This is an optimization exercise on Yosys and OpenROAD, whose aim is small area, not a production implementation.
At most, simulation tests tie the RTL to the original design; equivalence was not proved.
The RTL of runs 2 and 3 was laid out without a check of its function.
Power and IR drop assume default switching activity.

==> design/flow/design.v <==
`default_nettype none
module debouncer(
    input  wire i_clk,
    input  wire i_rst,
    input  wire i_in,
    output wire o_rise
);
    reg q_in, r_in, r_last, different, o_deb, prev;
    reg [2:0] timer;
    wire ztimer = (timer == 3'd0);
    always @(posedge i_clk)
        if (i_rst) begin
            q_in <= 1'b0;
            r_in <= 1'b0;
            r_last <= 1'b0;
            different <= 1'b0;
            o_deb <= 1'b0;
            prev <= 1'b0;
            timer <= 3'd0;
        end else begin
            q_in <= i_in;
            r_in <= q_in;
            r_last <= r_in;
            timer <= ztimer ? {3{different}} : timer - 3'd1;
            different <= (different & ~ztimer) | (r_in ^ o_deb);
            if (ztimer)
                o_deb <= r_last;
            prev <= o_deb;
        end
    assign o_rise = o_deb & ~prev;
endmodule
`default_nettype wire
`default_nettype wire
module Clock_Generator (
    input  clk,
    input  rst,
    input  btnU,
    input  btnC,
    input  btnD,
    output reg tick,
    output reg reset
);
    wire eU, eC, eD;
    debouncer dU (.i_clk(clk), .i_rst(rst), .i_in(btnU), .o_rise(eU));
    debouncer dC (.i_clk(clk), .i_rst(rst), .i_in(btnC), .o_rise(eC));
    debouncer dD (.i_clk(clk), .i_rst(rst), .i_in(btnD), .o_rise(eD));
    reg pause;
    reg [1:0] i;
    reg [2:0] counter;
    reg slow_clk;
    wire pause_n = pause ^ eC;
    reg  ge;
    always @(*) begin
        case (i)
            2'd0: ge = (counter == 3'd7);
            2'd1: ge = (counter >= 3'd3);
            2'd2: ge = (counter != 3'd0);
            default: ge = 1'b1;
        endcase
    end
    wire toggle = ~pause_n & ge;
    always @(posedge clk) begin
        if (rst) begin
            pause <= 1'b0;
            i <= 2'd0;
            counter <= 3'd0;
            slow_clk <= 1'b0;
            tick <= 1'b0;
            reset <= 1'b0;
        end else begin
            pause <= pause_n;
            if (eD)
                i <= 2'd0;
            else if (~pause_n & eU)
                i <= i + 2'd1;
            if (eD | toggle)
                counter <= 3'd0;
            else if (~pause_n)
                counter <= counter + 3'd1;
            if (toggle)
                slow_clk <= ~slow_clk;
            tick <= toggle & ~slow_clk;
            reset <= eD;
        end
    end
endmodule
module Counter(
    input clk,
    input rst,
    input tick,
    input reset,
    output [31:0] data
);
    reg [3:0] a0, a1, b2, b4, b6, b7;
    reg [2:0] b3, b5;
    wire c0 = tick;
    wire c1 = c0 & (a0 == 4'd9);
    wire c2 = c1 & (a1 == 4'd9);
    wire c3 = c2 & (b2 == 4'd9);
    wire c4 = c3 & (b3 == 3'd5);
    wire c5 = c4 & (b4 == 4'd9);
    wire c6 = c5 & (b5 == 3'd5);
    wire c7 = c6 & (b6 == 4'd9);
    always @(posedge clk) begin
        if (rst | reset) begin
            a0 <= 4'd0; a1 <= 4'd0; b2 <= 4'd0; b3 <= 3'd0;
            b4 <= 4'd0; b5 <= 3'd0; b6 <= 4'd0; b7 <= 4'd0;
        end else begin
            if (c0) a0 <= (a0 == 4'd9) ? 4'd0 : a0 + 4'd1;
            if (c1) a1 <= (a1 == 4'd9) ? 4'd0 : a1 + 4'd1;
            if (c2) b2 <= (b2 == 4'd9) ? 4'd0 : b2 + 4'd1;
            if (c3) b3 <= (b3 == 3'd5) ? 3'd0 : b3 + 3'd1;
            if (c4) b4 <= (b4 == 4'd9) ? 4'd0 : b4 + 4'd1;
            if (c5) b5 <= (b5 == 3'd5) ? 3'd0 : b5 + 3'd1;
            if (c6) b6 <= (b6 == 4'd9) ? 4'd0 : b6 + 4'd1;
            if (c7) b7 <= (b7 == 4'd9) ? 4'd0 : b7 + 4'd1;
        end
    end
    assign data = {b7, b6, 1'b0, b5, b4, 1'b0, b3, b2, a1, a0};
endmodule
`default_nettype wire
module Seven_Seg(
    input clk,
    input rst,
    input [31:0] data,
    output [7:0] anode,
    output dp,
    output reg [6:0] cathode
);
    reg [6:0] lfsr;
    reg       step;    
    reg [2:0] idx;     
    reg       valid;   
    wire wrap = (lfsr == 7'd22);    
    always @(posedge clk) begin
        if (rst) begin
            lfsr <= 7'd0;
            step <= 1'b0;
            idx <= 3'd7;
            valid <= 1'b0;
        end else begin
            lfsr <= wrap ? 7'd0 : {lfsr[5:0], ~(lfsr[6] ^ lfsr[5])};
            step <= wrap;
            if (step) begin
                idx <= idx + 3'd1;
                valid <= 1'b1;
            end
        end
    end
    wire [7:0] sel = valid ? (8'd1 << idx) : 8'd0;
    assign anode = ~sel;
    assign dp = ~(sel[2] | sel[4] | sel[6]);
    wire [3:0] d = ({4{sel[0]}} & data[3:0])   | ({4{sel[1]}} & data[7:4])
                 | ({4{sel[2]}} & data[11:8])  | ({4{sel[3]}} & data[15:12])
                 | ({4{sel[4]}} & data[19:16]) | ({4{sel[5]}} & data[23:20])
                 | ({4{sel[6]}} & data[27:24]) | ({4{sel[7]}} & data[31:28]);
    always @(*) begin
        case (d)
            4'h0: cathode = 7'b1000000;
            4'h1: cathode = 7'b1111001;
            4'h2: cathode = 7'b0100100;
            4'h3: cathode = 7'b0110000;
            4'h4: cathode = 7'b0011001;
            4'h5: cathode = 7'b0010010;
            4'h6: cathode = 7'b0000010;
            4'h7: cathode = 7'b1111000;
            4'h8: cathode = 7'b0000000;
            4'h9: cathode = 7'b0010000;
            4'hA: cathode = 7'b0001000;
            4'hB: cathode = 7'b0000011;
            4'hC: cathode = 7'b1000110;
            4'hD: cathode = 7'b0100001;
            4'hE: cathode = 7'b0000110;
            default: cathode = 7'b0001110;
        endcase
    end
endmodule
`default_nettype wire
`timescale 1ns / 1ps
module Top(
    input clk,
    input rst,
    input btnU,
    input btnC,
    input btnD,
    output dp,
    output [7:0] SevenSegAn,
    output [6:0] SevenSegCat
);
    wire tick, reset;
    Clock_Generator Clock_Generator_inst(.clk(clk), .rst(rst), .btnU(btnU), .btnC(btnC), .btnD(btnD), .tick(tick), .reset(reset));
    wire [31:0] data;
    Counter Counter_inst(.clk(clk), .rst(rst), .tick(tick), .reset(reset), .data(data));
    Seven_Seg Seven_Seg_inst(.clk(clk), .rst(rst), .data(data), .anode(SevenSegAn), .dp(dp), .cathode(SevenSegCat));
endmodule
==> design/flow/run.sh <==
#!/bin/bash
# synth_recipe.tcl (not shown) runs the flow's synth.tcl, then flattens the netlist and writes it again
# the make line also repeats each setting of config.mk as NAME=value (left out here)
make -C /OpenROAD-flow-scripts/flow DESIGN_CONFIG=/design/flow/config.mk WORK_HOME=/design/flow/orfs CLKGATE_MAP_FILE= SYNTH_SCRIPT=/design/flow/synth_recipe.tcl finish
==> design/flow/config.mk <==
export PLATFORM = sky130hd
export DESIGN_NAME = Top
export DESIGN_NICKNAME = Top
export VERILOG_FILES = /design/flow/design.v
export SDC_FILE = /design/flow/constraint.sdc
export NUM_CORES = 4
export LEC_CHECK = 0
export CAP_MARGIN = 20
export CORE_MARGIN = 2
export CORE_UTILIZATION = 40
export SLEW_MARGIN = 20
==> design/flow/constraint.sdc <==
create_clock -name core_clock -period 10.0 [get_ports {clk}]
set_input_delay 2.0000 -clock core_clock [delete_from_list [all_inputs] [get_ports {clk}]]
set_output_delay 2.0000 -clock core_clock [all_outputs]
set_load 0.01 [all_outputs]
==> results by group, run 1 <==
Clock network
  • H-tree lvl count: 3
  • Root Buffer: clkbuf_8
  • Clk buf depth: 2
  • Num CTS Buffers: 9
  • Clock sink count: 78
  • TritonCTS clock tree: built
  • Post-CTS Setup Inserts: 0
  • Clk slew on worst S/H paths: 0.09 ns
  • Clock Latency Late Sink: 0.35 ns
  • Post_cts resized: 0
  • Number of hold buffers added after cts: 0

Synth
  • Post-synth ARST share: 0%
  • Synthesized Nets: 464
  • EDFF count, synth: 0
  • Post-synthesis sequential area ratio: 40.0%
  • Synthesized cell area: 3900 um^2
  • Main flop type after synthesis: dfxtp_1
  • Synth Register Bits: 78
  • Syn_area_per_cell: 9.01 um^2
  • Distinct cells, synth: 57
  • Post-synthesis cell count: 433
  • Synth warn: 4

Global route
  • First-pass GRT wire length: 12,700 um
  • Global Route Usage Sum: 15.4%
  • Vias in the first global route: 2,779
  • Largest net degree at the start of global routing: 37
  • Initial antenna violation count: 0
  • Grt total ovfl: 0

STA
  • Final Setup Violations: 0
  • Fin Hold WS: 0.433 ns
  • RSZ-0062 raised after global routing: false
  • Fin. Hold Viols: 0
  • Fmax: 0.184 GHz
  • Slew @ Worst Pin: 0.963 ns
  • Pins Over Slew Limit: 0
  • Tmin final: 5.45 ns
  • Tcrit/Tclk final: 54.5%
  • Max Clock Skew: 0.00906 ns
  • Setup TNS: 0 ns
  • Slew headroom: 35.8%

Worst hold path
  • Hold depth: 1
  • Hold Path Class: flop to flop
  • Min-delay src: Clock_Generator_inst.dD.timer[0]

Die
  • Die area: 10,600 um^2
  • Row count: 36
  • Initial core utilization: 40.5%
  • Total core area: 9640 um^2
  • Die Span Y: 103 um
  • # IOs: 21
  • Horiz. Die Dim: 103 um

Layout
  • Antenna diodes: 0
  • Area Overhead vs Synth: 12.3%
  • Layout Cells excl Fill: 584
  • Nets: 477
  • Layout cells sized above 1: 5.32%

Critical path
  • CP peak stage delay: 0.71 ns
  • Cell family with most CP delay: compound AO/OA/AOI/OAI gates
  • Register-to-Register Setup Slack: 8.06 ns
  • Cells along the critical path: inv_1 > ha_1 > a22oi_1 > o21ai_0 > o21ai_1 > inv_1 > ha_1 > o31ai_1 > clkdlybuf4s50_1
  • Reg2Reg Depth: 5
  • WP depth: 9
  • Slowest CP cell: dfxtp_1
  • Max Fanout on Critical Path: 16
  • CP required: 8.00 ns
  • Crit end category: output port
  • Crit path kind: flop to output port
  • Bufs and invs on worst path: 3
  • Worst path arrival time: 3.45 ns
  • Startpoint types: flop
  • Setup crit start: Seven_Seg_inst.idx[2]
  • FF-to-FF Start: Counter_inst.a0[0]

Power
  • Seq pwr share: 49.5%
  • Clock share of power: 34.7%
  • Peak VDD IR: 120 uV
  • Sw Pwr: 0.000197 W
  • Pwr/cell area: 160 nW/um^2
  • Combinational share of power: 15.8%
  • Switch share: 28.2%
  • Leak: 1.82 nW
  • Pint: 0.000504 W

Routing
  • WL per Instance: 12.9 um
  • TritonRoute pass-1 iters: 5
  • Antenna Nets Post-Route: 0
  • 1st-iter DRT viols: 146
  • Via density: 5.03
  • DRC: 0
  • Final WL: 7520 um
  • Total number of vias: 2,939

Status
  • Status: finished clean

Place
  • Dpl cells: 568
  • DP HPWL: 5280 um
  • Port bufs: 20
  • Final GP Congestion: 0.895

Run
  • Max Cap Violations: 0
[registers in the layout, summed over array words and instances (netlist names), 2 cells and up]
name                           count
Seven_Seg_inst.lfsr                7
Counter_inst.a0                    4
Counter_inst.a1                    4
Counter_inst.b2                    4
Counter_inst.b4                    4
Counter_inst.b6                    4
Counter_inst.b7                    4
Clock_Generator_inst.counter       3
Clock_Generator_inst.dC.timer      3
Clock_Generator_inst.dD.timer      3
Clock_Generator_inst.dU.timer      3
Counter_inst.b3                    3
Counter_inst.b5                    3
Seven_Seg_inst.idx                 3
Clock_Generator_inst.i             2
[layout make-up]
class / count / area (um^2)
flip-flops and latches: 78 / 1560
clock buffers: 9 / 124
fillers: 993 / 5260
multi-input cells: 313 / 2150
clock inverters: 7 / 81.3
inverters: 23 / 86.3
well taps: 133 / 166
repair buffers: 21 / 208
[metal layers]
layer / track usage, % / wire [um] / share of wire [%] / vias up
met5: 0 / 0 / 0 / -
met4: 5.67 / 119 / 1.6 / 0
met3: 4.07 / 318 / 4.2 / 9
met2: 25.8 / 3500 / 47 / 42
met1: 19.1 / 3580 / 48 / 1368
li1: - / - / - / 1520
[stage by stage]
step | power, W | utilization [%] | instance area, um^2 | setup WS (ns)
after floorplan | 0.000444 | - | 3900 | 5.86
after global placement | 0.000460 | 43.3 | 4180 | 5.10
final | 0.000702 | 45.5 | 4380 | 4.55
after CTS | 0.000716 | 45.5 | 4380 | 4.57
after global routing | 0.000747 | 45.5 | 4380 | 4.25
after detailed placement | 0.000466 | 43.3 | 4180 | 4.96
[power groups by stage]
| stage | registers, W | logic [W] | clock network, W |
|---|---|---|---|
| global route | 0.000350 | 0.000129 | 0.000267 |
| finish | 0.000347 | 0.000111 | 0.000244 |
| CTS | 0.000347 | 0.000113 | 0.000255 |
| floorplan | 0.000351 | 0.0000933 | 0 |
| global placement | 0.000353 | 0.000107 | 0 |
| detailed placement | 0.000354 | 0.000112 | 0 |
[worst paths after layout]
| kind | to |
|---|---|
| min | Clock_Generator_inst.dD.timer[0] |
| max reg2reg | Counter_inst.b6[3] |
| min reg2reg | Clock_Generator_inst.dD.timer[0] |
| max | SevenSegCat[2] |
[worst reg2reg max path: stages (launching register included)]
cell     delay [ns]
dfxtp_1        0.47
and3_1         0.30
and4_1         0.51
nand3_2        0.17
or3_1          0.37
nand3_1        0.08
[cell usage in the layout (no fill, tap or decap), drive strengths merged, types with 3 or more instances in the layout]
cell type and instances:
dfxtp 78, nor2 44, nor2b 29, ha 26, inv 26, nand2 25
a21oi 24, mux2i 21, clkdlybuf4s50 20, nand3 18, xor2 16, o21ai 13
clkbuf 9, xnor2 8, a211oi 8, nor3b 8, and3 7, nand2b 7
nand3b 6, a22o 5, nand4 5, nor3 5, a22oi 4, and4 3
or3 3, and2 3, clkinv 3
[cells in the mapped netlist (2+ instances only)]
master | number | area [um^2]
a211oi_1 | 8 | 60.1
a21oi_1 | 24 | 120
a222oi_1 | 2 | 20.0
a22o_1 | 5 | 43.8
a22oi_1 | 4 | 30.0
a31oi_1 | 2 | 12.5
and2_1 | 2 | 12.5
and3_1 | 7 | 43.8
and3b_1 | 2 | 17.5
and4_1 | 3 | 26.3
buf_1 | 3 | 11.3
buf_2 | 4 | 20.0
buf_4 | 4 | 30.0
clkbuf_1 | 6 | 22.5
dfxtp_1 | 78 | 1560
ha_1 | 26 | 325
inv_1 | 23 | 86.3
mux2i_1 | 21 | 210
nand2_1 | 23 | 86.3
nand2b_1 | 7 | 43.8
nand3_1 | 17 | 85.1
nand3b_1 | 6 | 45.0
nand4_1 | 5 | 31.3
nand4b_1 | 2 | 17.5
nor2_1 | 44 | 165
nor2b_1 | 29 | 181
nor3_1 | 5 | 25.0
nor3b_1 | 7 | 52.6
o21ai_0 | 11 | 55.1
o21ai_1 | 2 | 10.0
or3_1 | 3 | 18.8
xnor2_1 | 8 | 70.1
xor2_1 | 16 | 140
[cells by family (layout without fill, tap and decap cells)]
kind of cell | count (synthesis) | after routing | share of synthesized area [%]
and+or+nand+nor | 172 | 172 | 24.5
DFF | 78 | 78 | 40.0
AOI/OAI and AO/OA | 70 | 70 | 11.6
buffers and inverters | 42 | 60 | 4.78
adders and majority gates | 26 | 26 | 8.34
xor gates and xnor gates | 24 | 24 | 5.39
muxes | 21 | 21 | 5.39
==> run 2: changes to the inputs <==
--- a/design/flow/design.v
+++ b/design/flow/design.v
@@ -166,12 +166,12 @@
             4'h7: cathode = 7'b1111000;
             4'h8: cathode = 7'b0000000;
             4'h9: cathode = 7'b0010000;
-            4'hA: cathode = 7'b0001000;
-            4'hB: cathode = 7'b0000011;
-            4'hC: cathode = 7'b1000110;
-            4'hD: cathode = 7'b0100001;
-            4'hE: cathode = 7'b0000110;
-            default: cathode = 7'b0001110;
+            4'hA: cathode = 7'b0100100;
+            4'hB: cathode = 7'b0110000;
+            4'hC: cathode = 7'b0011001;
+            4'hD: cathode = 7'b0010010;
+            4'hE: cathode = 7'b0000010;
+            default: cathode = 7'b1111000;
         endcase
     end
 endmodule
==> design/flow/flow/run.sh (new file) <==
#!/bin/bash
# Own layout flow: the standard synthesis, then an area re-mapping of its
# combinational logic (registers untouched), then the standard layout steps
# with small port buffers and a clock tree without dummy loads.
set -euo pipefail
W=$(pwd)
F=$W/flow
R=$W/orfs/results/$FLOW_PLATFORM/Top/base
YOSYS=${YOSYS_EXE:-$(command -v yosys || echo /OpenROAD-flow-scripts/tools/install/yosys/bin/yosys)}

bash standard.sh synth > $W/standard_synth.log 2>&1

cp $R/1_2_yosys.v $W/standard_synth_netlist.v
REMAP_LIB=$FLOW_HOME/platforms/sky130hd/lib/sky130_fd_sc_hd__tt_025C_1v80.lib \
REMAP_IN=$W/standard_synth_netlist.v REMAP_OUT=$W/remapped.v REMAP_ABC=$F/abc.script \
  $YOSYS -c $F/remap.tcl > $W/remap.log 2>&1
cp $W/remapped.v $R/1_2_yosys.v
rm -f $R/1_synth.odb

export BUFFER_PORTS_ARGS="-buffer_cell sky130_fd_sc_hd__buf_1"
export CTS_ARGS="$(cat $F/cts_args.txt)"
bash standard.sh > $W/standard_layout.log 2>&1
==> design/flow/flow/abc.script (new file) <==
strash
&get -n
&deepsyn -T 30
&put
dch -f
&get -n
&nf -a -R 1000
&put
topo
==> design/flow/flow/cts_args.txt (new file) <==
-sink_clustering_enable -repair_clock_nets -dont_use_dummy_load -buf_list sky130_fd_sc_hd__clkbuf_8 -root_buf sky130_fd_sc_hd__clkbuf_8 -sink_clustering_size 30 -sink_clustering_max_diameter 100 -sink_clustering_levels 1
==> design/flow/flow/remap.tcl (new file) <==
# Re-map the combinational logic of the standard synthesis netlist for area.
# The flip-flops stay as they are: same instances, names and cell types.
set lib $::env(REMAP_LIB)
yosys read_liberty -ignore_miss_func $lib
yosys blackbox sky130_fd_sc_hd__dfxtp_1
yosys read_verilog $::env(REMAP_IN)
yosys hierarchy -top $::env(FLOW_TOP)
yosys flatten
yosys opt_clean -purge
yosys abc -liberty $lib -dont_use *lpflow* -dont_use *probe* -script $::env(REMAP_ABC)
yosys opt_clean -purge
yosys hilomap -singleton -hicell sky130_fd_sc_hd__conb_1 HI -locell sky130_fd_sc_hd__conb_1 LO
yosys splitnets
yosys opt_clean -purge
yosys stat -liberty $lib
yosys write_verilog -noattr -nohex -nodec $::env(REMAP_OUT)
==> design/flow/standard.sh (new file) <==
#!/bin/bash
# synth_recipe.tcl (not shown) runs the flow's synth.tcl, then flattens the netlist and writes it again
# the make line also repeats each setting of config.mk as NAME=value (left out here)
make -C /OpenROAD-flow-scripts/flow DESIGN_CONFIG=/design/flow/config.mk WORK_HOME=/design/flow/orfs CLKGATE_MAP_FILE= SYNTH_SCRIPT=/design/flow/synth_recipe.tcl "${@:-finish}"
removed: design/flow/run.sh
==> run 2 against run 1 <==
Net effect: combinational power decreased by 79%; synthesized area decreased by 22%; wire length decreased by 27%; hold slack improved by 0.0034 ns; cell count decreased by 19%; via count decreased by 21%; total power decreased by 26%; clock skew increased by 0.020 ns; global-route usage decreased by 1.2 points; count of clock-buffer cells in the layout unchanged; non-clock buffer count unchanged; largest power group unchanged.
==> results by group, run 2 <==
Status
  • Status: finished clean

Die
  • Die Span Y: 91.1 um
  • Row count: 31
  • Die area: 8290 um^2
  • Total core area: 7290 um^2
  • Initial core utilization: 41.6%
  • # IOs: 21
  • Horiz. Die Dim: 91.1 um

Critical path
  • CP required: 10.21 ns
  • Worst setup endpoint: Counter_inst.b7[1]
  • Crit end category: flop
  • Startpoint types: flop
  • R2R Path End: Counter_inst.b7[1]
  • Worst path arrival time: 4.81 ns
  • FF-to-FF Start: Clock_Generator_inst.tick
  • Register-to-Register Setup Slack: 5.40 ns
  • Setup crit start: Clock_Generator_inst.tick
  • Max Fanout on Critical Path: 7
  • Crit path kind: flop to flop
  • Reg2Reg Depth: 22

Place
  • DP HPWL: 4000 um
  • Port bufs: 20
  • Final GP Congestion: 0.875

Layout
  • Area Overhead vs Synth: 11.1%
  • Layout cells sized above 1: 2.94%
  • Top reg by flops: Seven_Seg_inst.lfsr
  • Max reg flops: 7
  • Most common cell after layout, fill and taps aside: dfxtp_1
  • Antenna diodes: 0
  • Most frequent cells in the layout: dfxtp_1, nor2_1, nor3_1
  • Nets: 381
  • Utilization after layout: 46.2%

Routing
  • 1st-iter DRT viols: 85
  • Total number of vias: 2,318
  • Antenna Nets Post-Route: 0
  • DRC: 0
  • Via density: 4.90
  • WL per Instance: 11.6 um
  • Final WL: 5490 um
  • TritonRoute pass-1 iters: 4

Clock network
  • TritonCTS clock tree: built
  • Clock Latency Late Sink: 0.35 ns
  • Clock sink count: 78
  • Clk slew on worst S/H paths: 0.09 ns
  • H-tree lvl count: 3
  • Post-CTS Setup Inserts: 0
  • Clk buf depth: 2
  • Root Buffer: clkbuf_8
  • Num CTS Buffers: 9
  • Number of hold buffers added after cts: 0
  • Post_cts resized: 0

STA
  • RSZ-0062 raised after global routing: false
  • Tcrit/Tclk final: 46.0%
  • Fin Hold WS: 0.437 ns
  • Max Clock Skew: 0.0287 ns
  • Fin. Hold Viols: 0
  • Tmin final: 4.60 ns
  • Final Setup Violations: 0
  • Fmax: 0.217 GHz
  • Setup TNS: 0 ns
  • Slew headroom: 45.5%
  • Slew @ Worst Pin: 0.817 ns
  • Pins Over Slew Limit: 0

Global route
  • First-pass GRT wire length: 9540 um
  • Initial antenna violation count: 0
  • Largest net degree at the start of global routing: 45
  • Grt total ovfl: 0
  • Global Route Usage Sum: 14.2%
  • Vias in the first global route: 2,140

Power
  • Combinational share of power: 4.5%
  • Switch share: 21.5%
  • Sw Pwr: 0.000113 W
  • Pwr/cell area: 155 nW/um^2
  • Leak: 1.19 nW
  • Peak VDD IR: 79.8 uV
  • Total power draw: 0.000523 W
  • Seq pwr share: 62.2%
  • Clock share of power: 33.2%
  • Pint: 0.000410 W

Synth
  • Syn_area_per_cell: 8.82 um^2
  • Post-synthesis cell count: 344
  • Synthesized Nets: 349
  • Synthesized cell area: 3030 um^2
  • Synth warn: 4

Run
  • Max Cap Violations: 0

Worst hold path
  • Hold Path Class: flop to flop
[run 2: changes by cell type in the layout (fill, tap and decap cells not counted), sizes merged, moves of 6 or more]
cell,before,now
mux2i,21,3
xor2,16,8
clkdlybuf4s50,20,0
nor2b,29,21
buf,1,20
ha,26,0
nand2b,7,13
inv,26,0
nor3,5,29
nand3,18,6
and2,3,12
nor3b,8,0
[run 2: worst min-delay path by stage]
| stage | startpoint | to | slack, ns | depth (start not counted) |
|---|---|---|---|---|
| after floorplan | Clock_Generator_inst.dD.prev | Clock_Generator_inst.reset | 0.39 | 1 |
| after global placement | Clock_Generator_inst.dD.prev | Clock_Generator_inst.reset | 0.41 | 1 |
| after detailed placement | Clock_Generator_inst.dD.prev | Clock_Generator_inst.reset | 0.40 | 1 |
| after CTS | Clock_Generator_inst.slow_clk | Clock_Generator_inst.tick | 0.44 | 1 |
| after global routing | Clock_Generator_inst.slow_clk | Clock_Generator_inst.tick | 0.45 | 1 |
| final | Clock_Generator_inst.dD.prev | Clock_Generator_inst.reset | 0.44 | 1 |
[run 2: final cells by class]
class / count / area, um^2
multi-input cells: 259 / 1450
inverters: 7 / 26.3
fillers: 745 / 3920
repair buffers: 21 / 87.6
flip-flops and latches: 78 / 1560
clock buffers: 9 / 124
well taps: 99 / 124
[run 2: critical path: stages (launching register included)]
cell     delay (ns)
dfxtp_1        0.34
and3_1         0.23
nor3_1         0.27
and2_0         0.30
a21oi_1        0.12
and2_0         0.23
nand3_1        0.12
nor2_1         0.09
nor3_1         0.28
and2_0         0.28
nand2_1        0.10
nor2_1         0.13
and2_0         0.30
a21oi_1        0.14
and3_1         0.26
nand2_1        0.10
nor2_1         0.05
and2_0         0.24
a21oi_1        0.20
and2_0         0.24
nand2_1        0.14
o21ai_0        0.25
nor2_1         0.07
[run 2: stage by stage]
stage	instances	setup WS [ns]	area [um^2]
final	473	5.40	3370
after global placement	463	5.63	3230
after detailed placement	463	5.45	3230
after CTS	472	5.42	3360
after floorplan	344	5.99	3030
after global routing	473	4.75	3370
[run 2: routing by layer]
layer,GRT usage (%),routed length [um],up-vias
li1,-,-,1253
met3,5.56,249,2
met2,22.5,2470,40
met4,4.04,31,0
met5,0,0,-
met1,18.1,2730,1023
[run 2: power by group through the flow]
stage / clock [W] / combinational [W] / sequential (W)
floorplan: 0 / 0.0000173 / 0.000331
global placement: 0 / 0.0000229 / 0.000332
detailed placement: 0 / 0.0000234 / 0.000332
CTS: 0.000181 / 0.0000235 / 0.000325
global route: 0.000197 / 0.0000272 / 0.000327
finish: 0.000174 / 0.0000237 / 0.000325
==> run 3: changes to the inputs <==
==> design/flow/flow/cts_args.txt (replaced) <==
-sink_clustering_enable -repair_clock_nets -dont_use_dummy_load -buf_list sky130_fd_sc_hd__clkbuf_4 -root_buf sky130_fd_sc_hd__clkbuf_8
==> run 3 against run 2 <==
Net effect: cell area unchanged; clock skew unchanged; utilization unchanged; synthesized cell count unchanged; critical path depth unchanged; sequential cell count unchanged; global-route usage unchanged; wire length unchanged; count of clock-buffer cells in the layout unchanged; via count unchanged.
==> results by group, run 3 <==
Power
  • Peak VDD IR: 79.8 uV
  • Total power draw: 0.000523 W
  • Pwr/cell area: 155 nW/um^2
  • Leak: 1.19 nW

Layout
  • Layout cells sized above 1: 2.94%
  • Fillers: 745
  • Most common cell after layout, fill and taps aside: dfxtp_1
  • Max reg flops: 7
  • Antenna diodes: 0
  • Area Overhead vs Synth: 11.1%
  • Nets: 381
  • Most frequent cells in the layout: dfxtp_1, nor2_1, nor3_1
  • Top reg by flops: Seven_Seg_inst.lfsr

Worst hold path
  • Hold depth: 1
  • Hold EP: Clock_Generator_inst.reset
  • Min-delay src: Clock_Generator_inst.dD.prev
  • Hold Path Class: flop to flop

Routing
  • Total number of vias: 2,318
  • WL per Instance: 11.6 um
  • 1st-iter DRT viols: 85
  • TritonRoute pass-1 iters: 4
  • Antenna Nets Post-Route: 0
  • DRC: 0
  • Final WL: 5490 um
  • Via density: 4.90

Critical path
  • Setup crit start: Clock_Generator_inst.tick
  • Register-to-Register Setup Slack: 5.40 ns
  • FF-to-FF Start: Clock_Generator_inst.tick
  • Cell family with most CP delay: simple AND/OR/NAND/NOR gates
  • Worst path arrival time: 4.81 ns
  • Max Fanout on Critical Path: 7
  • CP peak stage delay: 0.34 ns
  • Crit path kind: flop to flop
  • Crit end category: flop
  • Worst path most repeated cell: and2_0
  • Slowest CP cell: dfxtp_1
  • Bufs and invs on worst path: 0
  • CP required: 10.21 ns
  • Reg2Reg Depth: 22
  • Cells along the critical path: and3_1 > nor3_1 > and2_0 > a21oi_1 > and2_0 > nand3_1 > nor2_1 > nor3_1 > and2_0 > nand2_1 > nor2_1 > and2_0 > a21oi_1 > and3_1 > nand2_1 > nor2_1 > and2_0 > a21oi_1 > and2_0 > nand2_1 > o21ai_0 > nor2_1
  • R2R Path End: Counter_inst.b7[1]
  • Startpoint types: flop

Clock network
  • Post_cts resized: 0
  • Clk buf depth: 2
  • Number of hold buffers added after cts: 0
  • H-tree lvl count: 3
  • Num CTS Buffers: 9
  • Clk slew on worst S/H paths: 0.09 ns
  • TritonCTS clock tree: built
  • Post-CTS Setup Inserts: 0
  • Root Buffer: clkbuf_8
  • Clock Latency Late Sink: 0.35 ns
  • Clock sink count: 78

Die
  • Horiz. Die Dim: 91.1 um
  • Total core area: 7290 um^2
  • # IOs: 21
  • Die area: 8290 um^2
  • Initial core utilization: 41.6%
  • Row count: 31
  • Die Span Y: 91.1 um

Place
  • Port bufs: 20
  • DP HPWL: 4000 um
  • Final GP Congestion: 0.875

STA
  • Fmax: 0.217 GHz
  • Slew headroom: 45.5%
  • Slew @ Worst Pin: 0.817 ns
  • Final Setup Violations: 0
  • Pins Over Slew Limit: 0
  • Setup TNS: 0 ns
  • Tmin final: 4.60 ns
  • Fin. Hold Viols: 0
  • RSZ-0062 raised after global routing: false
  • Tcrit/Tclk final: 46.0%
  • Max Clock Skew: 0.0287 ns

Global route
  • Largest net degree at the start of global routing: 45
  • Vias in the first global route: 2,140
  • Grt total ovfl: 0
  • Initial antenna violation count: 0
  • First-pass GRT wire length: 9540 um
  • Global Route Usage Sum: 14.2%

Synth
  • Syn_area_per_cell: 8.82 um^2
  • Synth warn: 4
  • Synthesized Nets: 349
  • Post-synthesis cell count: 344
  • Synthesized cell area: 3030 um^2

Status
  • Status: finished clean

Run
  • Max Cap Violations: 0
## run 3: power breakdown
group | internal, W | switching [W] | total [W]
clock | 0.0000804 | 0.0000933 | 0.000174
sequential | 0.000319 | 0.00000619 | 0.000325
combinational | 0.0000106 | 0.0000131 | 0.0000237
## run 3: area by class of cell
cell class / instances / area (um^2) / area share [%]
timing repair buffer: 21 / 87.6 / 2.60
inverter: 7 / 26.3 / 0.780
clock buffer: 9 / 124 / 3.68
tap: 99 / 124 / 3.68
multi-input combinational: 259 / 1450 / 42.9
sequential: 78 / 1560 / 46.4
## run 3: how the worst max path moves through the flow
stage / endpoint / slack [ns] / cells past startpoint
2_1_floorplan: Counter_inst.b7[1] / 5.99 / 22
3_3_place_gp: Counter_inst.b7[1] / 5.63 / 22
3_5_place_dp: Counter_inst.b7[1] / 5.45 / 22
4_1_cts: Counter_inst.b7[1] / 5.42 / 22
5_1_grt: Counter_inst.b7[1] / 4.75 / 22
6_report: Counter_inst.b7[1] / 5.40 / 22
## run 3: layer usage
layer	vias up	wire length, um	GRT usage, %
li1	1253	-	-
met1	1023	2730	18.1
met2	40	2470	22.5
met3	2	249	5.56
met4	0	31	4.04
met5	-	0	0
## run 3: worst reg2reg max path, stage by stage (launching register included)
cell and delay (ns):
dfxtp_1 0.34, and3_1 0.23, nor3_1 0.27, and2_0 0.30
a21oi_1 0.12, and2_0 0.23, nand3_1 0.12, nor2_1 0.09
nor3_1 0.28, and2_0 0.28, nand2_1 0.10, nor2_1 0.13
and2_0 0.30, a21oi_1 0.14, and3_1 0.26, nand2_1 0.10
nor2_1 0.05, and2_0 0.24, a21oi_1 0.21, and2_0 0.24
nand2_1 0.14, o21ai_0 0.25, nor2_1 0.07
## run 3: through the flow
step	setup WS [ns]	utilization, %	hold WS (ns)	std cells	instance area [um^2]
global route	4.75	46.2	0.450	473	3370
detailed placement	5.45	44.3	0.404	463	3230
floorplan	5.99	-	0.389	344	3030
CTS	5.42	46.0	0.441	472	3360
finish	5.40	46.2	0.437	473	3370
global placement	5.63	44.3	0.408	463	3230
==> run 4: changes to the inputs <==
--- a/design/flow/design.v
+++ b/design/flow/design.v
@@ -5,7 +5,7 @@
     input  wire i_in,
     output wire o_rise
 );
-    reg q_in, r_in, r_last, different, o_deb, prev;
+    reg q_in, r_in, r_last, different, o_deb;
     reg [2:0] timer;
     wire ztimer = (timer == 3'd0);
     always @(posedge i_clk)
@@ -15,7 +15,6 @@
             r_last <= 1'b0;
             different <= 1'b0;
             o_deb <= 1'b0;
-            prev <= 1'b0;
             timer <= 3'd0;
         end else begin
             q_in <= i_in;
@@ -25,9 +24,8 @@
             different <= (different & ~ztimer) | (r_in ^ o_deb);
             if (ztimer)
                 o_deb <= r_last;
-            prev <= o_deb;
         end
-    assign o_rise = o_deb & ~prev;
+    assign o_rise = o_deb & (timer == 3'd7) & ~(different ^ r_last);
 endmodule
 `default_nettype wire
 `default_nettype wire
==> design/flow/flow/cts_args.txt (replaced) <==
-sink_clustering_enable -repair_clock_nets -dont_use_dummy_load -buf_list sky130_fd_sc_hd__clkbuf_4 -root_buf sky130_fd_sc_hd__clkbuf_16
==> run 4 against run 3 <==
Net effect: sequential power decreased by 4%; die area decreased by 1.0%; first-iteration DRC count increased by 4.7%; combinational power decreased by about 10%; clock skew decreased by 0.016 ns; cell area increased by 1.7%; hold slack got worse by 0.00052 ns; count of clock-buffer cells in the layout unchanged; critical path depth decreased by 14; largest power group unchanged; total power increased by 13%; wire length increased by 3.7%; sequential share of layout area decreased by 2.5 points.
==> results by group, run 4 <==
Status
  • Status: finished clean

Layout
  • Antenna diodes: 0
  • Most frequent cells in the layout: dfxtp_1, nor2_1, nand2_1
  • Most common cell after layout, fill and taps aside: dfxtp_1
  • Layout cells sized above 1: 2.67%
  • Area Overhead vs Synth: 14.2%
  • Max reg flops: 7
  • Top reg by flops: Seven_Seg_inst.lfsr
  • Utilization after layout: 47.2%
  • Nets: 381

Die
  • Initial core utilization: 41.4%
  • Horiz. Die Dim: 90.6 um
  • Die Span Y: 90.6 um
  • Row count: 31
  • Total core area: 7250 um^2
  • # IOs: 21
  • Die area: 8210 um^2

STA
  • Max Clock Skew: 0.0132 ns
  • Slew @ Worst Pin: 0.946 ns
  • Final Setup Violations: 0
  • Tmin final: 4.68 ns
  • RSZ-0062 raised after global routing: false
  • Fmax: 0.214 GHz
  • Fin. Hold Viols: 0
  • Pins Over Slew Limit: 0
  • Tcrit/Tclk final: 46.8%
  • Fin Hold WS: 0.436 ns
  • Slew headroom: 37.0%
  • Setup TNS: 0 ns

Critical path
  • Setup crit start: Seven_Seg_inst.idx[1]
  • CP required: 8.00 ns
  • Crit path kind: flop to output port
  • R2R Path End: Counter_inst.b7[3]
  • Max Fanout on Critical Path: 11
  • FF-to-FF Start: Counter_inst.a0[0]
  • Slowest CP cell: nor2b_1
  • Reg2Reg Depth: 21
  • Worst path arrival time: 2.68 ns
  • CP peak stage delay: 0.56 ns
  • Crit end category: output port
  • Startpoint types: flop
  • Register-to-Register Setup Slack: 5.74 ns
  • Cells along the critical path: nor2b_1 > a22oi_1 > nand2_1 > a22o_1 > xor2_1 > mux2i_1 > nor2b_1 > buf_1
  • Worst path most repeated cell: nor2b_1

Routing
  • Via density: 5.09
  • TritonRoute pass-1 iters: 4
  • WL per Instance: 12.0 um
  • Antenna Nets Post-Route: 0
  • DRC: 0
  • Total number of vias: 2,409
  • Final WL: 5690 um
  • 1st-iter DRT viols: 89

Run
  • Max Cap Violations: 0

Clock network
  • Post_cts resized: 0
  • Clk slew on worst S/H paths: 0.06 ns
  • H-tree lvl count: 3
  • Clk buf depth: 2
  • Post-CTS Setup Inserts: 0
  • TritonCTS clock tree: built
  • Number of hold buffers added after cts: 0
  • Clock sink count: 75
  • Clock Latency Late Sink: 0.32 ns
  • Root Buffer: clkbuf_16
  • Num CTS Buffers: 9

Place
  • Final GP Congestion: 0.826
  • DP HPWL: 4070 um
  • Port bufs: 20

Global route
  • Largest net degree at the start of global routing: 43
  • First-pass GRT wire length: 9780 um
  • Initial antenna violation count: 0
  • Vias in the first global route: 2,198
  • Grt total ovfl: 0
  • Global Route Usage Sum: 14.5%

Worst hold path
  • Hold Path Class: flop to flop
  • Hold depth: 1
  • Min-delay src: Clock_Generator_inst.dD.q_in
  • Hold EP: Clock_Generator_inst.dD.r_in

Power
  • Total power draw: 0.000591 W
  • Peak VDD IR: 136 uV
  • Leak: 1.27 nW
  • Pwr/cell area: 172 nW/um^2

Synth
  • Synthesized Nets: 350
  • Post-synthesis cell count: 345
  • Syn_area_per_cell: 8.70 um^2
  • Synthesized cell area: 3000 um^2
  • Synth warn: 4
==> run 4: stage by stage <==
stage | worst slack, ns | std cells | instance area (um^2)
floorplan | 5.97 | 345 | 3000
global placement | 5.65 | 464 | 3200
detailed placement | 5.70 | 464 | 3200
CTS | 5.36 | 473 | 3430
global route | 5.07 | 473 | 3430
finish | 5.32 | 473 | 3430
==> run 4: worst max-delay path by stage <==
| stage | endpoint | slack [ns] | cells past startpoint |
|---|---|---|---|
| 6_report | SevenSegCat[0] | 5.32 | 8 |
| 5_1_grt | Counter_inst.b7[3] | 5.07 | 21 |
| 4_1_cts | SevenSegCat[0] | 5.36 | 8 |
| 3_5_place_dp | SevenSegCat[0] | 5.70 | 8 |
| 3_3_place_gp | SevenSegCat[0] | 5.65 | 8 |
| 2_1_floorplan | SevenSegCat[0] | 5.97 | 7 |
==> run 4: critical path: cells and delay by family, from the launching register on <==
kind | cells | cell delay [ns]
and+or+nand+nor | 3 | 0.81
DFF | 1 | 0.53
AOI/OAI and AO/OA | 2 | 0.40
muxes | 1 | 0.24
xor gates and xnor gates | 1 | 0.23
buffers and inverters | 1 | 0.16
==> run 4: layer usage <==
metal	GRT usage [%]	up-vias	wire [um]	part of all wire, %
li1	-	1274	-	-
met1	18.1	1089	2850	50
met2	23.4	40	2540	45
met3	5.09	6	240	4.2
met4	4.74	0	69	1.2
met5	0	-	0	0
==> run 4: final cells by class <==
type / instances / area (um^2)
fill: 733 / 3830
sequential: 75 / 1500
multi-input combinational: 265 / 1480
clock buffer: 9 / 225
tap: 99 / 124
timing repair buffer: 20 / 76.3
inverter: 5 / 18.8
==> run 4: power by group <==
| group | switching [W] | leakage, nW | total (W) | internal [W] |
|---|---|---|---|---|
| Clock | 0.0000995 | 0.111 | 0.000257 | 0.000157 |
| Sequential | 0.00000637 | 0.608 | 0.000313 | 0.000307 |
| Combinational | 0.0000119 | 0.548 | 0.0000213 | 0.00000943 |
==> run 5: changes to the inputs <==
==> design/flow/flow/cts_args.txt (replaced) <==
-sink_clustering_enable -repair_clock_nets -dont_use_dummy_load -buf_list {sky130_fd_sc_hd__clkbuf_4 sky130_fd_sc_hd__clkbuf_8}
==> run 5 against run 4 <==
Net effect: critical path type unchanged; utilization is 1.4 points lower; via count decreased by 0.50%; cell area down 3.0%; clock power is 35% lower; cell count did not move; still clean on timing, DRC and antenna; synthesized cell count stayed put; fmax is essentially flat.
==> results by group, run 5 <==
Clock network
  • Clk slew on worst S/H paths: 0.07 ns
  • Num CTS Buffers: 9
  • Root Buffer: clkbuf_8
  • Clk buf depth: 2
  • Clock Latency Late Sink: 0.33 ns
  • Clock sink count: 75
  • Post_cts resized: 0
  • Number of hold buffers added after cts: 0
  • H-tree lvl count: 3
  • Post-CTS Setup Inserts: 0
  • TritonCTS clock tree: built

Status
  • Status: finished clean

Routing
  • Total number of vias: 2,397
  • WL per Instance: 11.8 um
  • DRC: 0
  • Met2 routed WL: 2480 um
  • Antenna Nets Post-Route: 0
  • Uppermost layer routed: met4
  • Via density: 5.07
  • M1 WL: 2800 um
  • 1st-iter DRT viols: 98
  • Final WL: 5600 um
  • WL met3: 242 um
  • TritonRoute pass-1 iters: 4

Synth
  • Synth warn: 4
  • Synthesized Nets: 350
  • Syn_area_per_cell: 8.70 um^2
  • Post-synthesis cell count: 345
  • Synthesized cell area: 3000 um^2

STA
  • Tcrit/Tclk final: 46.8%
  • Slew @ Worst Pin: 0.928 ns
  • Final Setup Violations: 0
  • Setup TNS: 0 ns
  • RSZ-0062 raised after global routing: false
  • Tmin final: 4.68 ns
  • Max Clock Skew: 0.0151 ns
  • Pins Over Slew Limit: 0
  • Fin. Hold Viols: 0
  • Slew headroom: 38.1%
  • Fmax: 0.214 GHz

Layout
  • Layout cells sized above 1: 2.67%
  • Nets: 381
  • Most frequent cells in the layout: dfxtp_1, nor2_1, nand2_1
  • Final instance area: 3320 um^2
  • Area Overhead vs Synth: 10.8%
  • Max reg flops: 7
  • Antenna diodes: 0
  • Most common cell after layout, fill and taps aside: dfxtp_1
  • Top reg by flops: Seven_Seg_inst.lfsr

Critical path
  • Max Fanout on Critical Path: 11
  • Crit path kind: flop to output port
  • Startpoint types: flop
  • Crit end category: output port
  • Worst path arrival time: 2.68 ns
  • CP required: 8.00 ns

Die
  • Row count: 31
  • Initial core utilization: 41.4%
  • Total core area: 7250 um^2
  • Horiz. Die Dim: 90.6 um
  • Die Span Y: 90.6 um
  • Die area: 8210 um^2
  • # IOs: 21

Place
  • Area of placed instances: 3200 um^2
  • DP HPWL: 4070 um
  • Port bufs: 20
  • Final GP Congestion: 0.826

Worst hold path
  • Hold Path Class: flop to flop

Global route
  • Grt total ovfl: 0
  • Largest net degree at the start of global routing: 43
  • Global Route Usage Sum: 14.4%
  • Initial antenna violation count: 0
  • First-pass GRT wire length: 9690 um
  • Vias in the first global route: 2,167

Power
  • Pwr/cell area: 151 nW/um^2
  • Leak: 1.22 nW
  • Peak VDD IR: 114 uV

Run
  • Max Cap Violations: 0
[run 5: area by class of cell]
class                      instances  area (um^2)
fill                             749         3930
sequential                        75         1500
inverter                           5         18.8
tap                               99          124
clock buffer                       9          124
timing repair buffer              20         76.3
multi-input combinational        265         1480
[run 5: where the power goes]
part / total (W) / leakage, nW / switching [W] / internal, W
clock: 0.000167 / 0.0647 / 0.0000871 / 0.0000802
sequential: 0.000312 / 0.608 / 0.00000634 / 0.000306
combinational: 0.0000213 / 0.548 / 0.0000119 / 0.00000943
[run 5: worst paths after layout]
check             slack (ns)                          start  depth (start not counted)                        end
hold reg to reg         0.44  Clock_Generator_inst.slow_clk                          1  Clock_Generator_inst.tick
hold / removal          0.44  Clock_Generator_inst.slow_clk                          1  Clock_Generator_inst.tick
setup reg to reg        5.75             Counter_inst.a0[0]                         21         Counter_inst.b7[3]
setup / recovery        5.32          Seven_Seg_inst.idx[1]                          8             SevenSegCat[0]
[run 5: metrics by stage]
| stage | std cells | total power, W | setup WS, ns | hold WS (ns) | util [%] |
|---|---|---|---|---|---|
| 2_1_floorplan | 345 | 0.000334 | 5.97 | 0.405 | - |
| 3_3_place_gp | 464 | 0.000340 | 5.65 | 0.423 | 44.1 |
| 3_5_place_dp | 464 | 0.000340 | 5.70 | 0.423 | 44.1 |
| 4_1_cts | 473 | 0.000510 | 5.34 | 0.441 | 45.8 |
| 5_1_grt | 473 | 0.000525 | 5.05 | 0.472 | 45.8 |
| 6_report | 473 | 0.000501 | 5.32 | 0.438 | 45.8 |
[run 5: critical path, cell delays in order, from the launching register on]
cell	delay (ns)
dfxtp_1	0.53
nor2b_1	0.56
a22oi_1	0.17
nand2_1	0.11
a22o_1	0.23
xor2_1	0.23
mux2i_1	0.24
nor2b_1	0.14
buf_1	0.16
[run 5: layer usage]
metal,vias up,track usage [%]
li1,1275,-
met1,1076,17.8
met2,39,23.6
met3,7,5.34
met4,0,3.85
met5,-,0
==> run 6: changes to the inputs <==
==> design/flow/flow/cts_args.txt (replaced) <==
-sink_clustering_enable -repair_clock_nets -dont_use_dummy_load -buf_list sky130_fd_sc_hd__clkbuf_4 -root_buf sky130_fd_sc_hd__clkbuf_4 -tree_buf sky130_fd_sc_hd__clkbuf_4 -sink_clustering_size 10 -sink_clustering_max_diameter 40
==> run 6 against run 5 <==
Net effect: fmax shrank 0.66%; critical path type unchanged; combinational power is essentially flat; critical endpoint unchanged; cell count is the same; setup slack lost 0.031 ns; largest power group unchanged; sequential share of layout area grew 0.78 points.
==> results by group, run 6 <==
Global route
  • Vias in the first global route: 2,153
  • Global Route Usage Sum: 14.3%
  • Initial antenna violation count: 0
  • Largest net degree at the start of global routing: 43
  • Grt total ovfl: 0
  • First-pass GRT wire length: 9630 um

Critical path
  • Reg2Reg Depth: 21
  • Setup crit start: Seven_Seg_inst.idx[1]
  • Worst setup endpoint: SevenSegCat[0]
  • Register-to-Register Setup Slack: 5.71 ns
  • Max Fanout on Critical Path: 11
  • FF-to-FF Start: Counter_inst.a0[0]
  • Crit path kind: flop to output port
  • Startpoint types: flop
  • R2R Path End: Counter_inst.b7[3]
  • Crit end category: output port
  • CP required: 8.00 ns
  • Worst path arrival time: 2.71 ns

Power
  • Switch share: 21.9%
  • Combinational share of power: 4.7%
  • Sw Pwr: 0.000100 W
  • Peak VDD IR: 103 uV
  • Clock share of power: 27.1%
  • Pint: 0.000357 W
  • Leak: 1.20 nW
  • Seq pwr share: 68.2%
  • Pwr/cell area: 140 nW/um^2

Layout
  • Max reg flops: 7
  • Antenna diodes: 0
  • Most common cell after layout, fill and taps aside: dfxtp_1
  • Area Overhead vs Synth: 8.92%
  • Top reg by flops: Seven_Seg_inst.lfsr
  • Utilization after layout: 45.1%
  • Layout cells sized above 1: 2.67%
  • Fillers: 759
  • Final instance area: 3270 um^2
  • Nets: 381
  • Layout Cells excl Fill: 473
  • Most frequent cells in the layout: dfxtp_1, nor2_1, nand2_1

Synth
  • Synthesized cell area: 3000 um^2
  • Syn_area_per_cell: 8.70 um^2
  • Post-synthesis cell count: 345
  • Synth warn: 4
  • Synthesized Nets: 350

STA
  • Slew @ Worst Pin: 0.942 ns
  • Max Clock Skew: 0.0257 ns
  • Fmax: 0.212 GHz
  • Pins Over Slew Limit: 0
  • Tmin final: 4.71 ns
  • Final Setup Violations: 0
  • Fin. Hold Viols: 0
  • Tcrit/Tclk final: 47.1%
  • Slew headroom: 37.2%
  • RSZ-0062 raised after global routing: false
  • Setup TNS: 0 ns

Clock network
  • H-tree lvl count: 3
  • Clk buf depth: 2
  • Clock sink count: 75
  • Num CTS Buffers: 9
  • Root Buffer: clkbuf_4
  • Post-CTS Setup Inserts: 0
  • Post_cts resized: 0
  • TritonCTS clock tree: built
  • Clk slew on worst S/H paths: 0.11 ns
  • Clock Latency Late Sink: 0.39 ns
  • Number of hold buffers added after cts: 0

Die
  • Row count: 31
  • Total core area: 7250 um^2
  • Initial core utilization: 41.4%
  • Die area: 8210 um^2
  • Horiz. Die Dim: 90.6 um
  • # IOs: 21
  • Die Span Y: 90.6 um

Routing
  • Final WL: 5580 um
  • Via density: 5.09
  • WL per Instance: 11.8 um
  • TritonRoute pass-1 iters: 4
  • DRC: 0
  • 1st-iter DRT viols: 95
  • Total number of vias: 2,407
  • Antenna Nets Post-Route: 0

Place
  • DP HPWL: 4070 um
  • Area of placed instances: 3200 um^2
  • Dpl cells: 464
  • Final GP Congestion: 0.826
  • Port bufs: 20

Worst hold path
  • Hold Path Class: flop to flop

Run
  • Max Cap Violations: 0

Status
  • Status: finished clean
[run 6: worst min-delay path by stage]
stage / startpoint / endpoint / slack (ns) / depth (start not counted)
finish: Clock_Generator_inst.slow_clk / Clock_Generator_inst.tick / 0.44 / 1
detailed placement: Clock_Generator_inst.dD.q_in / Clock_Generator_inst.dD.r_in / 0.42 / 1
floorplan: Clock_Generator_inst.slow_clk / Clock_Generator_inst.tick / 0.40 / 1
global route: Seven_Seg_inst.lfsr[4] / Seven_Seg_inst.lfsr[5] / 0.47 / 1
global placement: Clock_Generator_inst.dD.q_in / Clock_Generator_inst.dD.r_in / 0.42 / 1
CTS: Clock_Generator_inst.dD.q_in / Clock_Generator_inst.dD.r_in / 0.45 / 1
[run 6: power by group through the flow]
stage	clock network (W)	registers, W	logic, W
floorplan	0	0.000318	0.0000161
global placement	0	0.000319	0.0000214
detailed placement	0	0.000319	0.0000215
CTS	0.000133	0.000312	0.0000217
global route	0.000142	0.000314	0.0000245
finish	0.000124	0.000312	0.0000213
[run 6: layout make-up]
type | count | area, um^2 | area share [%]
clock buffer | 9 | 67.6 | 2.07
inverter | 5 | 18.8 | 0.574
multi-input combinational | 265 | 1480 | 45.3
sequential | 75 | 1500 | 45.9
tap | 99 | 124 | 3.79
timing repair buffer | 20 | 76.3 | 2.34
[run 6: per-stage QoR]
stage	setup slack [ns]	total power, W	hold slack, ns
after floorplan	5.97	0.000334	0.405
after global placement	5.65	0.000340	0.423
after detailed placement	5.70	0.000340	0.423
after CTS	5.27	0.000466	0.452
after global routing	4.98	0.000480	0.473
final	5.29	0.000457	0.443
[run 6: per-layer routing]
layer / part of all wire [%] / vias up / global-route usage [%]
met3: 4.4 / 7 / 5.34
met5: 0 / - / 0
met1: 50 / 1082 / 17.6
met2: 45 / 42 / 23.6
li1: - / 1276 / -
met4: 1.3 / 0 / 3.85
[run 6: worst max-delay path, stage by stage, from the launching register on]
cell	delay, ns
dfxtp_1	0.54
nor2b_1	0.54
a22oi_1	0.16
nand2_1	0.11
a22o_1	0.23
xor2_1	0.23
mux2i_1	0.24
nor2b_1	0.14
buf_1	0.16
==> run 7: changes to the inputs <==
==> design/flow/flow/cts_args.txt (replaced) <==
-sink_clustering_enable -repair_clock_nets -dont_use_dummy_load -buf_list sky130_fd_sc_hd__clkbuf_4 -root_buf sky130_fd_sc_hd__clkbuf_8 -tree_buf sky130_fd_sc_hd__clkbuf_4
==> run 7 against run 6 <==
Net effect: still clean; sequential share of layout area shrank 0.78 points; setup slack improved by 0.031 ns; first-iteration DRC count grew 3.2%; critical path depth is the same; synthesized area is the same; utilization rose by 0.78 points; sequential power about the same.
==> results by group, run 7 <==
STA
  • Final Setup Violations: 0
  • Tcrit/Tclk final: 46.8%
  • Fin. Hold Viols: 0
  • Tmin final: 4.68 ns
  • RSZ-0062 raised after global routing: false
  • Fmax: 0.214 GHz
  • Fin Hold WS: 0.438 ns
  • Slew @ Worst Pin: 0.928 ns
  • Max Clock Skew: 0.0151 ns
  • Setup TNS: 0 ns
  • Pins Over Slew Limit: 0
  • Slew headroom: 38.1%

Die
  • Row count: 31
  • # IOs: 21
  • Die area: 8210 um^2
  • Initial core utilization: 41.4%
  • Total core area: 7250 um^2
  • Horiz. Die Dim: 90.6 um
  • Die Span Y: 90.6 um

Power
  • Sw Pwr: 0.000105 W
  • Combinational share of power: 4.3%
  • Leak: 1.22 nW
  • Switch share: 21.0%
  • Seq pwr share: 62.3%
  • Pwr/cell area: 151 nW/um^2
  • Pint: 0.000396 W
  • Peak VDD IR: 114 uV
  • Total power draw: 0.000501 W
  • Clock share of power: 33.4%

Critical path
  • Worst path arrival time: 2.68 ns
  • Worst path most repeated cell: nor2b_1
  • Startpoint types: flop
  • Cells along the critical path: nor2b_1 > a22oi_1 > nand2_1 > a22o_1 > xor2_1 > mux2i_1 > nor2b_1 > buf_1
  • Crit end category: output port
  • Crit path kind: flop to output port
  • Max Fanout on Critical Path: 11
  • Slowest CP cell: nor2b_1
  • CP peak stage delay: 0.56 ns
  • CP required: 8.00 ns

Layout
  • Area Overhead vs Synth: 10.8%
  • Layout Cells excl Fill: 473
  • Antenna diodes: 0
  • Utilization after layout: 45.8%
  • Most common cell after layout, fill and taps aside: dfxtp_1
  • Most frequent cells in the layout: dfxtp_1, nor2_1, nand2_1
  • Layout cells sized above 1: 2.67%
  • Nets: 381
  • Top reg by flops: Seven_Seg_inst.lfsr
  • Max reg flops: 7

Routing
  • TritonRoute pass-1 iters: 4
  • Uppermost layer routed: met4
  • WL met3: 242 um
  • M1 WL: 2800 um
  • Met2 routed WL: 2480 um
  • Total number of vias: 2,397
  • DRC: 0
  • Antenna Nets Post-Route: 0
  • Via density: 5.07
  • 1st-iter DRT viols: 98
  • Final WL: 5600 um
  • WL per Instance: 11.8 um

Synth
  • Synthesized Nets: 350
  • Post-synthesis cell count: 345
  • Synthesized cell area: 3000 um^2
  • Synth warn: 4
  • Syn_area_per_cell: 8.70 um^2

Clock network
  • Clk buf depth: 2
  • Post_cts resized: 0
  • Num CTS Buffers: 9
  • H-tree lvl count: 3
  • Clock Latency Late Sink: 0.33 ns
  • Clk slew on worst S/H paths: 0.07 ns
  • Root Buffer: clkbuf_8
  • Clock sink count: 75
  • TritonCTS clock tree: built
  • Post-CTS Setup Inserts: 0
  • Number of hold buffers added after cts: 0

Place
  • Port bufs: 20
  • DP HPWL: 4070 um
  • Dpl cells: 464
  • Final GP Congestion: 0.826

Global route
  • Grt total ovfl: 0
  • Largest net degree at the start of global routing: 43
  • Global Route Usage Sum: 14.4%
  • Vias in the first global route: 2,167
  • First-pass GRT wire length: 9690 um
  • Initial antenna violation count: 0

Status
  • Status: finished clean

Worst hold path
  • Hold Path Class: flop to flop

Run
  • Max Cap Violations: 0
[run 7: changes by cell type in the layout (fill, tap and decap cells not counted)]
cell      change
clkbuf_4      -9
clkbuf_8      +9
[run 7: power groups by stage]
stage	Combinational, W	Sequential [W]	Clock, W
floorplan	0.0000161	0.000318	0
global placement	0.0000214	0.000319	0
detailed placement	0.0000215	0.000319	0
CTS	0.0000217	0.000312	0.000177
global route	0.0000245	0.000314	0.000187
finish	0.0000213	0.000312	0.000167
[run 7: path summary, 6_finish.rpt]
check / startpoint / end / slack, ns / depth (start not counted)
hold reg to reg: Clock_Generator_inst.slow_clk / Clock_Generator_inst.tick / 0.44 / 1
hold / removal: Clock_Generator_inst.slow_clk / Clock_Generator_inst.tick / 0.44 / 1
setup reg to reg: Counter_inst.a0[0] / Counter_inst.b7[3] / 5.75 / 21
setup / recovery: Seven_Seg_inst.idx[1] / SevenSegCat[0] / 5.32 / 8
[run 7: layout make-up]
cell class	instances	area, um^2
sequential	75	1500
inverter	5	18.8
tap	99	124
fill	749	3930
multi-input combinational	265	1480
clock buffer	9	124
timing repair buffer	20	76.3
[run 7: worst max-delay path: cells and delay by family, from the launching register on]
kind / cells / cell delay (ns)
AND/OR/NAND/NOR: 3 / 0.81
flip-flops: 1 / 0.53
buffers and inverters: 1 / 0.16
AO/OA/AOI/OAI: 2 / 0.40
XOR/XNOR: 1 / 0.23
multiplexers: 1 / 0.24
[run 7: per-layer routing]
metal	global-route usage, %	vias to the layer above
li1	-	1275
met1	17.8	1076
met2	23.6	39
met3	5.34	7
met4	3.85	0
met5	0	-
[run 7: through the flow]
step                      instance area (um^2)  worst slack (ns)
after floorplan                           3000              5.97
after global placement                    3200              5.65
after detailed placement                  3200              5.70
after CTS                                 3320              5.34
after global routing                      3320              5.05
final                                     3320              5.32
==> run 8: changes to the inputs <==
--- a/design/flow/design.v
+++ b/design/flow/design.v
@@ -5,7 +5,7 @@
     input  wire i_in,
     output wire o_rise
 );
-    reg q_in, r_in, r_last, different, o_deb;
+    reg q_in, r_in, r_last, different, o_deb, prev;
     reg [2:0] timer;
     wire ztimer = (timer == 3'd0);
     always @(posedge i_clk)
@@ -15,6 +15,7 @@
             r_last <= 1'b0;
             different <= 1'b0;
             o_deb <= 1'b0;
+            prev <= 1'b0;
             timer <= 3'd0;
         end else begin
             q_in <= i_in;
@@ -24,8 +25,9 @@
             different <= (different & ~ztimer) | (r_in ^ o_deb);
             if (ztimer)
                 o_deb <= r_last;
+            prev <= o_deb;
         end
-    assign o_rise = o_deb & (timer == 3'd7) & ~(different ^ r_last);
+    assign o_rise = o_deb & ~prev;
 endmodule
 `default_nettype wire
 `default_nettype wire
@@ -164,12 +166,12 @@
             4'h7: cathode = 7'b1111000;
             4'h8: cathode = 7'b0000000;
             4'h9: cathode = 7'b0010000;
-            4'hA: cathode = 7'b0100100;
-            4'hB: cathode = 7'b0110000;
-            4'hC: cathode = 7'b0011001;
-            4'hD: cathode = 7'b0010010;
-            4'hE: cathode = 7'b0000010;
-            default: cathode = 7'b1111000;
+            4'hA: cathode = 7'b0001000;
+            4'hB: cathode = 7'b0000011;
+            4'hC: cathode = 7'b1000110;
+            4'hD: cathode = 7'b0100001;
+            4'hE: cathode = 7'b0000110;
+            default: cathode = 7'b0001110;
         endcase
     end
 endmodule
--- a/design/flow/flow/run.sh
+++ b/design/flow/flow/run.sh
@@ -18,5 +18,5 @@
 rm -f $R/1_synth.odb
 
 export BUFFER_PORTS_ARGS="-buffer_cell sky130_fd_sc_hd__buf_1"
-export CTS_ARGS="$(cat $F/cts_args.txt)"
+export CTS_ARGS="-sink_clustering_enable -repair_clock_nets -dont_use_dummy_load"
 bash standard.sh > $W/standard_layout.log 2>&1
==> design/flow/flow/abc.script (replaced) <==
strash
dch
map -a
topo
removed: design/flow/flow/cts_args.txt
==> run 8 against run 7 <==
Net effect: register-to-register slack better by 1.3 ns; clock power up 5%; cell area up 7.0%; largest cell class unchanged; critical path type unchanged; critical path depth up 5; count of clock-buffer cells in the layout unchanged; sequential cell count up 3; wire length up 19%; largest power group unchanged; die area up 7.1%; non-clock buffer count up 1; sequential power up 18%.
==> results by group, run 8 <==
Critical path
  • FF-to-FF Start: Counter_inst.a0[3]
  • CP required: 8.00 ns
  • WP depth: 13
  • Crit end category: output port
  • Bufs and invs on worst path: 5
  • Slowest CP cell: dfxtp_1
  • Worst path arrival time: 3.12 ns
  • Cells along the critical path: clkinv_1 > nor2_1 > clkinv_1 > o21ai_0 > a21oi_1 > a32oi_1 > clkinv_1 > nor2_1 > clkinv_1 > nor3_1 > o21ai_0 > o311ai_0 > buf_1
  • Worst path most repeated cell: clkinv_1
  • Crit path kind: flop to output port
  • Startpoint types: flop
  • Cell family with most CP delay: buffers and inverters
  • R2R Path End: Counter_inst.b7[2]
  • Worst setup endpoint: SevenSegCat[3]
  • Register-to-Register Setup Slack: 7.10 ns
  • Setup crit start: Seven_Seg_inst.idx[0]
  • CP peak stage delay: 0.38 ns
  • Reg2Reg Depth: 12
  • Max Fanout on Critical Path: 5

Layout
  • Utilization after layout: 45.8%
  • Top reg by flops: Seven_Seg_inst.lfsr
  • Layout Cells excl Fill: 565
  • Area Overhead vs Synth: 10.4%
  • Antenna diodes: 0
  • Fillers: 804
  • Nets: 470
  • Layout cells sized above 1: 3.02%
  • Max reg flops: 7
  • Most common cell after layout, fill and taps aside: nor2_1
  • Most frequent cells in the layout: nor2_1, dfxtp_1, clkinv_1

STA
  • Setup TNS: 0 ns
  • Fin. Hold Viols: 0
  • Slew headroom: 54.5%
  • Tcrit/Tclk final: 51.2%
  • Tmin final: 5.12 ns
  • RSZ-0062 raised after global routing: false
  • Max Clock Skew: 0.0300 ns
  • Fmax: 0.195 GHz
  • Pins Over Slew Limit: 0
  • Slew @ Worst Pin: 0.680 ns
  • Min setup slack post-route: 4.88 ns
  • Final Setup Violations: 0

Power
  • Peak VDD IR: 87.6 uV
  • Pwr/cell area: 181 nW/um^2
  • Leak: 1.21 nW

Routing
  • WL per Instance: 11.7 um
  • TritonRoute pass-1 iters: 4
  • Antenna Nets Post-Route: 0
  • Total number of vias: 2,818
  • Final WL: 6640 um
  • DRC: 0
  • Via density: 4.99
  • 1st-iter DRT viols: 104

Die
  • Horiz. Die Dim: 93.8 um
  • Total core area: 7770 um^2
  • Row count: 32
  • Die Span Y: 93.8 um
  • # IOs: 21
  • Die area: 8790 um^2
  • Initial core utilization: 41.5%

Clock network
  • Num CTS Buffers: 9
  • Root Buffer: clkbuf_8
  • H-tree lvl count: 3
  • Post_cts resized: 0
  • Clk slew on worst S/H paths: 0.08 ns
  • Clock sink count: 78
  • TritonCTS clock tree: built
  • Clk buf depth: 2
  • Number of hold buffers added after cts: 0
  • Post-CTS Setup Inserts: 0
  • Clock Latency Late Sink: 0.34 ns

Worst hold path
  • Hold Path Class: flop to flop

Place
  • Final GP Congestion: 0.927
  • Port bufs: 20
  • DP HPWL: 4970 um
  • Setup WS pre-CTS: 5.30 ns
  • Dpl cells: 556

Synth
  • Synthesized Nets: 438
  • Synth warn: 4
  • Post-synthesis cell count: 433
  • Syn_area_per_cell: 7.44 um^2
  • Synthesized cell area: 3220 um^2

Global route
  • Vias in the first global route: 2,557
  • First-pass GRT wire length: 11,700 um
  • Largest net degree at the start of global routing: 30
  • Global Route Usage Sum: 16.7%
  • Grt total ovfl: 0
  • Initial antenna violation count: 0

Run
  • Max Cap Violations: 0

Status
  • Status: finished clean
==> run 8: per-layer routing <==
layer / track usage (%) / part of all wire, % / up-vias
met2: 25.2 / 43 / 65
met1: 22.5 / 50 / 1242
met4: 9.06 / 2.3 / 0
li1: - / - / 1495
met3: 3.13 / 4.6 / 16
met5: 0 / 0 / -
==> run 8: worst min path at each step <==
stage,from,end,cells after the start
2_1_floorplan,Clock_Generator_inst.dC.q_in,Clock_Generator_inst.dC.r_in,2
3_3_place_gp,Clock_Generator_inst.dC.q_in,Clock_Generator_inst.dC.r_in,2
3_5_place_dp,Clock_Generator_inst.dU.q_in,Clock_Generator_inst.dU.r_in,2
4_1_cts,Clock_Generator_inst.dD.q_in,Clock_Generator_inst.dD.r_in,2
5_1_grt,Clock_Generator_inst.dD.q_in,Clock_Generator_inst.dD.r_in,2
6_report,Clock_Generator_inst.dD.q_in,Clock_Generator_inst.dD.r_in,2
==> run 8: layout make-up <==
class	instances	area (um^2)	area share (%)
clock buffer	9	124	3.48
sequential	78	1560	43.9
timing repair buffer	21	82.6	2.32
tap	102	128	3.59
multi-input combinational	279	1380	38.7
inverter	76	285	8.02
==> run 8: worst min-delay path: stages (launching register included) <==
cell and delay (ns):
dfxtp_1 0.30, clkinv_1 0.03, nor2_1 0.03
==> run 8: power by group <==
| part | switching (W) | internal [W] | total [W] |
|---|---|---|---|
| combinational | 0.0000640 | 0.0000373 | 0.000101 |
| sequential | 0.0000209 | 0.000346 | 0.000367 |
| clock | 0.0000953 | 0.0000804 | 0.000176 |
==> run 8: stage by stage <==
stage	hold slack, ns	area [um^2]	total power (W)
floorplan	0.383	3220	0.000452
global placement	0.385	3430	0.000472
detailed placement	0.390	3430	0.000476
CTS	0.386	3560	0.000654
global route	0.402	3560	0.000689
finish	0.388	3560	0.000644

-- separate check: timing with driven ports --
The results above use ideal ports. As a check the final layouts listed here were re-extracted and re-timed, cells and wires unchanged. Step 1, drivers: a clkbuf_16 drives clk and a buf_2 each remaining input, both assumed. Step 2 times the ports against the registers' clock, not the clock port: input delays grow and output delays shrink by t, the midpoint of the rising clock arrivals with the driver on. a / b / c = ideal / step 1 / step 2; a / b = the first two.
run	shift t [ns]	slack for setup (ns)	worst setup path at the end	slew at the worst register clock pin (ns)	pins driven straight from the clock port
run 1	0.377	4.553 / 4.520 / 4.897	register to output	0.09 / 0.09	1
run 2	0.360	5.397 / 5.397 / 5.397	register to register	0.09 / 0.09	1
run 3	0.360	5.397 / 5.397 / 5.397	register to register	0.09 / 0.09	1
run 4	0.348	5.318 / 5.284 / 5.632	register to output	0.06 / 0.06	1
run 5	0.351	5.317 / 5.288 / 5.639	register to output	0.07 / 0.07	1
run 6	0.402	5.286 / 5.259 / 5.661	register to output	0.11 / 0.11	1
run 7	0.351	5.317 / 5.288 / 5.639	register to output	0.07 / 0.07	1
run 8	0.359	4.880 / 4.848 / 5.207	register to output	0.08 / 0.08	1
After both steps every run listed still meets setup and hold.
